Background: an optimization exercise with open tools, aiming at small area, a short achievable clock period and few clock cycles. Do not read the settings as production practice. Only simulation tests tie the RTL to the original design; equivalence was not proved. The flow treats the clock pin as an ideal source, which a real chip does not have. Power figures rest on the tool's default switching activity, not on a simulated workload.

==> exp/violet: inputs <==
## mnist_conv
module mnist_conv (
    input  wire        clk,
    input  wire        reset,
    input  wire        start,
    output wire        done,
    input  wire [11:0] img_base,
    input  wire [11:0] krn_base,
    input  wire [11:0] dst_base,
    output wire [11:0] img_addr,
    input  wire [15:0] img_rdata,
    output wire [11:0] krn_addr,
    input  wire [15:0] krn_rdata,
    output wire [11:0] dst_addr,
    output wire [15:0] dst_wdata,
    output wire        dst_we
);
clock: 8.0 ns
lec_check: 0
cap_margin: 20
core_margin: 2
core_utilization: 40
slew_margin: 20
run.sh (not shown) runs the stock make flow with config.mk's settings and CLKGATE_MAP_FILE= SYNTH_SCRIPT=/design/flow/synth_recipe.tcl, a recipe that flattens the netlist after the stock synthesis.
==> inputs of exp/juniper, as changes to exp/violet <==
SETUP_SLACK_MARGIN = 5.0   (was unset)
==> results.txt <==
* CP bufs+invs at 1
* Via count at 38050
* Placed inst area at 58200 sq um
* Via density at 5.315
* CP Max Fanout at 12
* Period utilization at 49.48%
* Setup bufs post-CTS at 0
* Post-DP HPWL at 154300 um
* Total power at 13700 uW
* Hold_sp: ring1[7][2]
* Status: no timing/DRC/antenna violations
* Placed insts at 6974
* Power share of the sequential group at 40.4%
That was exp/violet.
==> results.txt <==
* Status: no timing/DRC/antenna violations
* Via density at 5.348
* P_clk at 4650 uW
* CP bufs+invs at 0
* Power density over cell area at 202.5 nW/um^2
* Period utilization at 41.38%
* Placed insts at 6939
* Total power at 13720 uW
* CP Max Fanout at 5
* Placed inst area at 57990 sq um
* Hold_sp: ring1[5][5]
* Via count at 40540
* Post-DP HPWL at 152900 um
That was exp/juniper.
Testbench counts of exp/violet, summed over its fixed seeds: cycles 49,392.
Testbench counts of exp/juniper, summed over its fixed seeds: cycles 49,392.

* * *

==> run a <==
Another version of the RTL of mnist_conv (not shown whole).
## mnist_conv
module mnist_conv (
    input  wire        clk,
    input  wire        reset,
    input  wire        start,
    output wire        done,
    input  wire [11:0] img_base,
    input  wire [11:0] krn_base,
    input  wire [11:0] dst_base,
    output wire [11:0] img_addr,
    input  wire [15:0] img_rdata,
    output wire [11:0] krn_addr,
    input  wire [15:0] krn_rdata,
    output wire [11:0] dst_addr,
    output wire [15:0] dst_wdata,
    output wire        dst_we
);
export LEC_CHECK = 0
export ABC_CLOCK_PERIOD_IN_PS = 3000
export CAP_MARGIN = 20
export CORE_MARGIN = 2
export CORE_UTILIZATION = 55
export CTS_CLUSTER_DIAMETER = 100
export CTS_CLUSTER_SIZE = 20
export GPL_ROUTABILITY_DRIVEN = 0
export SLEW_MARGIN = 20
create_clock -name core_clock -period 8.0 [get_ports {clk}]
standard.sh (not shown) runs the stock make flow with config.mk's settings and CLKGATE_MAP_FILE= SYNTH_SCRIPT=/design/flow/synth_recipe.tcl, a recipe that flattens the netlist after the stock synthesis.
==> flow/flow/run.sh <==
#!/bin/bash
# The standard layout (standard.sh) with these changes:
#  * synthesis skips the early "abc -fast" pass inside Yosys's synth command
#    (synth -noabc).  That pass restructures the full-adder trees before
#    extract_fa runs and leaves many inverters between adder cells; without
#    it extract_fa maps the trees cleanly.  Registers (names, count and cell
#    types) are the same as the standard synthesis: the final abc mapping
#    and dfflibmap are unchanged.
set -euo pipefail
SETUP_MARGIN=5.25
here=$(pwd)
sed 's/yosys synth -nofsm -noshare {\*}\$args/yosys synth -nofsm -noshare -noabc {*}$args/' \
    synth_recipe.tcl > noabc_synth.tcl
grep -q -- '-noshare -noabc' noabc_synth.tcl
sed -e "s|SYNTH_SCRIPT=[^ ]*|SYNTH_SCRIPT=$here/noabc_synth.tcl SETUP_SLACK_MARGIN=$SETUP_MARGIN POST_RESIZE_TCL=$here/flow/post_resize.tcl POST_CTS_TCL=$here/flow/post_cts.tcl|" \
    standard.sh > standard_noabc.sh
grep -q "POST_CTS_TCL=$here/flow/post_cts.tcl" standard_noabc.sh
bash standard_noabc.sh > flow_make.log 2>&1
Other scripts of this flow, unchanged in this note and not shown: flow/flow/ff_drive.tcl, flow/flow/post_cts.tcl, flow/flow/post_resize.tcl
==> inputs of run b, as changes to run a <==
--- a/flow/design.v
+++ b/flow/design.v
@@ -6158,13 +6158,13 @@
     localparam [1:0] MV_R = 2'd0, MV_L = 2'd1, MV_D = 2'd2;
     reg         run, done_r, we_r;
     reg  [11:0] cnt;                 
     reg  [2:0]  ph;                  
     reg  [11:0] ka, ia, da;          
     reg  [15:0] krd_q;               
-    reg  [15:0] pix_q, pix_s0, pix_s1;   
+    reg  [15:0] pix_q, pix_s0;       
     reg         rd_on;               
     assign done     = done_r;
     assign dst_we   = we_r;
     assign krn_addr = ka;
     assign img_addr = ia;
     assign dst_addr = da;
@@ -6183,13 +6183,13 @@
                 cnt <= cnt + 12'd1;
                 ph  <= {ph[1:0], ph[2]};
             end else begin
                 cnt <= {11'd0, go};
                 ph  <= go ? 3'b010 : 3'b001;
             end
-            if (run && cnt == 12'd15) rd_on <= 1'b1;
+            if (run && cnt == 12'd16) rd_on <= 1'b1;
             if (run && cnt == WE_ON) we_r <= 1'b1;
             if (run && cnt == WE_OFF) begin
                 we_r   <= 1'b0;
                 done_r <= 1'b1;
                 run    <= 1'b0;
                 rd_on  <= 1'b0;
@@ -6253,68 +6253,80 @@
                     ring0[j] <= ld_q[j] ? krd_q : ring2[j];
             end
         end
     endgenerate
     reg  [4:0]  rrow, rpos;
     reg  [1:0]  mv_q;
-    reg  [11:0] jmp_q;
+    localparam [2:0] S_P28 = 3'd0, S_P1 = 3'd1, S_M55 = 3'd2, S_M57 = 3'd3,
+                     S_M59 = 3'd4, S_P26 = 3'd5;
+    reg  [2:0]  jmp_q;
     wire        row0     = (rrow == 5'd0);
     wire        row_end  = (rpos == (row0 ? 5'd27 : 5'd25));
     wire [4:0]  n1_row   = row_end ? rrow + 5'd1 : rrow;
     wire        n1_odd   = row_end ? ~rrow[0] : rrow[0];
     wire        n1_first = row_end;                        
     wire        n1_end   = ~row_end & (rpos == (row0 ? 5'd26 : 5'd24));
     wire [1:0]  n1_mv    = n1_first ? MV_D : (n1_odd ? MV_L : MV_R);
-    reg  [11:0] n1_jmp;
+    reg  [2:0]  n1_jmp;
     always @(*) begin
         if (n1_end)
-            n1_jmp = n1_odd ? 12'd28 : 12'd26;                
+            n1_jmp = n1_odd ? S_P28 : S_P26;                  
         else if (n1_odd)                                      
-            n1_jmp = n1_first ? 12'hfc5 : 12'hfc7;            
+            n1_jmp = n1_first ? S_M59 : S_M57;
         else
-            n1_jmp = 12'hfc9;                                 
+            n1_jmp = S_M55;                                   
     end
     wire [1:0]  mv_cur  = mv_q;
+    reg  [2:0]  ia_sc;
     reg  [11:0] ia_step;
+    always @(*) begin
+        case (ia_sc)
+            S_P28:   ia_step = 12'd28;
+            S_P1:    ia_step = 12'd1;
+            S_M55:   ia_step = 12'hfc9;
+            S_M57:   ia_step = 12'hfc7;
+            S_M59:   ia_step = 12'hfc5;
+            default: ia_step = 12'd26;
+        endcase
+    end
     always @(posedge clk) begin
         if (!rd_on) begin
             ia      <= img_base;
             rrow    <= 5'd0;
             rpos    <= 5'd0;
             mv_q    <= MV_R;
-            jmp_q   <= 12'hfc9;
-            ia_step <= 12'd28;                                
+            jmp_q   <= S_M55;
+            ia_sc   <= S_P28;                                 
         end else begin
             ia <= ia + ia_step;
-            if (ph[0])
-                ia_step <= (n1_mv == MV_D) ? 12'd1 : 12'd28;
-            else if (ph[1])
-                ia_step <= (mv_q == MV_D) ? 12'd1 : 12'd28;
+            if (ph[1])
+                ia_sc <= (n1_mv == MV_D) ? S_P1 : S_P28;
+            else if (ph[2])
+                ia_sc <= (mv_q == MV_D) ? S_P1 : S_P28;
             else
-                ia_step <= jmp_q;
-            if (ph[0]) begin
+                ia_sc <= jmp_q;
+            if (ph[1]) begin
                 rrow  <= n1_row;
                 rpos  <= row_end ? 5'd0 : rpos + 5'd1;
                 mv_q  <= n1_mv;
                 jmp_q <= n1_jmp;
             end
         end
     end
     always @(posedge clk) begin
         pix_q  <= img_rdata;
         pix_s0 <= pix_q;
-        pix_s1 <= pix_s0;
     end
-    reg [1:0] mv_d [0:PIPE];
+    reg [1:0] mv_d [0:PIPE-1];
     integer i;
     always @(posedge clk) begin
-        mv_d[0] <= (ph[0] & rd_on) ? mv_cur : mv_d[0];
-        for (i = 1; i <= PIPE; i = i + 1) mv_d[i] <= mv_d[i-1];
+        mv_d[0] <= (ph[1] & rd_on) ? mv_cur : mv_d[0];
+        for (i = 1; i <= PIPE - 1; i = i + 1) mv_d[i] <= mv_d[i-1];
     end
     reg [15:0] win [0:8];
-    wire [15:0] nw0 = pix_s1, nw1 = pix_s0, nw2 = pix_q;
+    wire [15:0] nw0 = pix_s0, nw1 = pix_q, nw2 = img_rdata;
     wire [1:0] mv_w = mv_d[0];
     always @(posedge clk) begin
         if (ph[2]) begin
             case (mv_w)
                 MV_R: begin
                     win[0] <= win[1]; win[1] <= win[2]; win[2] <= nw0;
@@ -6339,13 +6351,13 @@
         .t0(ring0[0]), .t1(ring0[1]), .t2(ring0[2]), .t3(ring0[3]),
         .t4(ring0[4]), .t5(ring0[5]), .t6(ring0[6]), .t7(krd_q),
         .w0(win[0]), .w1(win[1]), .w2(win[2]), .w3(win[3]),
         .w4(win[4]), .w5(win[5]), .w6(win[6]), .w7(win[7]),
         .y(dst_wdata)
     );
-    wire [1:0] mv_o = mv_d[PIPE];
+    wire [1:0] mv_o = mv_d[PIPE-1];
     reg [11:0] da_step;
     always @(*) begin
         case (mv_o)
             MV_R:    da_step = 12'd2745;    
             MV_L:    da_step = 12'd2743;    
             default: da_step = 12'd2770;    
- CTS_CLUSTER_DIAMETER: 100 -> 120
- CTS_CLUSTER_SIZE: 20 -> 24
- GPL_ROUTABILITY_DRIVEN: 0 -> default
==> inputs of run c, as changes to run a <==
--- a/flow/design.v
+++ b/flow/design.v
@@ -6253,47 +6253,60 @@
                     ring0[j] <= ld_q[j] ? krd_q : ring2[j];
             end
         end
     endgenerate
     reg  [4:0]  rrow, rpos;
     reg  [1:0]  mv_q;
-    reg  [11:0] jmp_q;
+    localparam [2:0] S_P28 = 3'd0, S_P1 = 3'd1, S_M55 = 3'd2, S_M57 = 3'd3,
+                     S_M59 = 3'd4, S_P26 = 3'd5;
+    reg  [2:0]  jmp_q;
     wire        row0     = (rrow == 5'd0);
     wire        row_end  = (rpos == (row0 ? 5'd27 : 5'd25));
     wire [4:0]  n1_row   = row_end ? rrow + 5'd1 : rrow;
     wire        n1_odd   = row_end ? ~rrow[0] : rrow[0];
     wire        n1_first = row_end;                        
     wire        n1_end   = ~row_end & (rpos == (row0 ? 5'd26 : 5'd24));
     wire [1:0]  n1_mv    = n1_first ? MV_D : (n1_odd ? MV_L : MV_R);
-    reg  [11:0] n1_jmp;
+    reg  [2:0]  n1_jmp;
     always @(*) begin
         if (n1_end)
-            n1_jmp = n1_odd ? 12'd28 : 12'd26;                
+            n1_jmp = n1_odd ? S_P28 : S_P26;                  
         else if (n1_odd)                                      
-            n1_jmp = n1_first ? 12'hfc5 : 12'hfc7;            
+            n1_jmp = n1_first ? S_M59 : S_M57;
         else
-            n1_jmp = 12'hfc9;                                 
+            n1_jmp = S_M55;                                   
     end
     wire [1:0]  mv_cur  = mv_q;
+    reg  [2:0]  ia_sc;
     reg  [11:0] ia_step;
+    always @(*) begin
+        case (ia_sc)
+            S_P28:   ia_step = 12'd28;
+            S_P1:    ia_step = 12'd1;
+            S_M55:   ia_step = 12'hfc9;
+            S_M57:   ia_step = 12'hfc7;
+            S_M59:   ia_step = 12'hfc5;
+            default: ia_step = 12'd26;
+        endcase
+    end
     always @(posedge clk) begin
         if (!rd_on) begin
             ia      <= img_base;
             rrow    <= 5'd0;
             rpos    <= 5'd0;
             mv_q    <= MV_R;
-            jmp_q   <= 12'hfc9;
-            ia_step <= 12'd28;                                
+            jmp_q   <= S_M55;
+            ia_sc   <= S_P28;                                 
         end else begin
             ia <= ia + ia_step;
             if (ph[0])
-                ia_step <= (n1_mv == MV_D) ? 12'd1 : 12'd28;
+                ia_sc <= (n1_mv == MV_D) ? S_P1 : S_P28;
             else if (ph[1])
-                ia_step <= (mv_q == MV_D) ? 12'd1 : 12'd28;
+                ia_sc <= (mv_q == MV_D) ? S_P1 : S_P28;
             else
-                ia_step <= jmp_q;
+                ia_sc <= jmp_q;
             if (ph[0]) begin
                 rrow  <= n1_row;
                 rpos  <= row_end ? 5'd0 : rpos + 5'd1;
                 mv_q  <= n1_mv;
                 jmp_q <= n1_jmp;
             end
- GPL_ROUTABILITY_DRIVEN: 0 -> default
==> qor summary <==
                                                                  run c                    run a                    run b
Growth of design area from synthesis to finish                    9.49%                    9.24%                    9.12%
Cell at the slowest stage of the critical path                 a2111o_1                  dfxtp_4                  dfxtp_2
Cell Int Power                                                  8.72 mW                  8.74 mW                  8.35 mW
Syn nets                                                           5549                     5621                     5560
Final standard cell utilization of the core                       0.608                    0.604                    0.605
Met2 usage in global routing                                      0.545                    0.541                    0.556
Source of the critical timing path                     kd[0]$_SDFF_PP0_        we_r$_SDFFE_PP0P_      done_r$_SDFFE_PP0P_
Result of the run                               complete, no violations  complete, no violations  complete, no violations
Fin Hold WS                                                    0.327 ns                 0.320 ns                 0.325 ns
Fin worst setup slack                                           5.21 ns                  5.20 ns                  5.21 ns
Final instance area                                          58900 um^2               59200 um^2               58500 um^2
Via count of the routed design                                    35.0k                    35.9k                    35.3k
R2R cell count                                                       10                        5                        5
Global-route track usage on met3                                  0.107                    0.103                    0.104
Crit Path Max Fanout                                                 10                        2                        2
Placed Instances                                                   5823                     5914                     5843
Global placer's final weighted congestion                          1.01                        -                     1.03
Synthesized area per cell                                     11.8 um^2                11.7 um^2                11.7 um^2
Final net count                                                    5628                     5696                     5642
Testbench counts of run a, summed over its fixed seeds: cycles 49,416.
Testbench counts of run b, summed over its fixed seeds: cycles 49,416.
Testbench counts of run c, summed over its fixed seeds: cycles 49,416.

==> static timing again, ports no longer ideal <==
No port has a modelled driver above. Below, the same layouts with a new extraction and two added sets of constraints.
Step 1: set_driving_cell puts a clkbuf_16 on clk and a buf_2 on each other input, an assumption about the parent block.
Step 2 moves the port delays by t, midway between the first and last clock arrival at a register: inputs arrive t later, outputs are due t later. That takes back most of the time a late clock gives input paths.
Slacks: ideal / step 1 / step 2; pairs: ideal / step 1.
run | t (ns) | setup WS [ns] | worst setup path at the end | worst slew at a driven data input, ns
exp/violet | 0.795 | 4.041 / 4.041 / 4.041 | register to register | 0.06
exp/juniper | 0.800 | 4.690 / 4.690 / 4.529 | input to register | 0.07
run a | 0.782 | 5.203 / 5.127 / 5.061 | input to register | 0.06
run b | 0.758 | 5.212 / 5.142 / 5.078 | input to register | 0.06
run c | 0.767 | 5.208 / 5.153 / 4.876 | input to register | 0.07
After both steps setup and hold are still met in every run listed. The setup slack of run c, which loses most, moves by -0.055 ns with the drivers and by -0.332 ns with both steps.
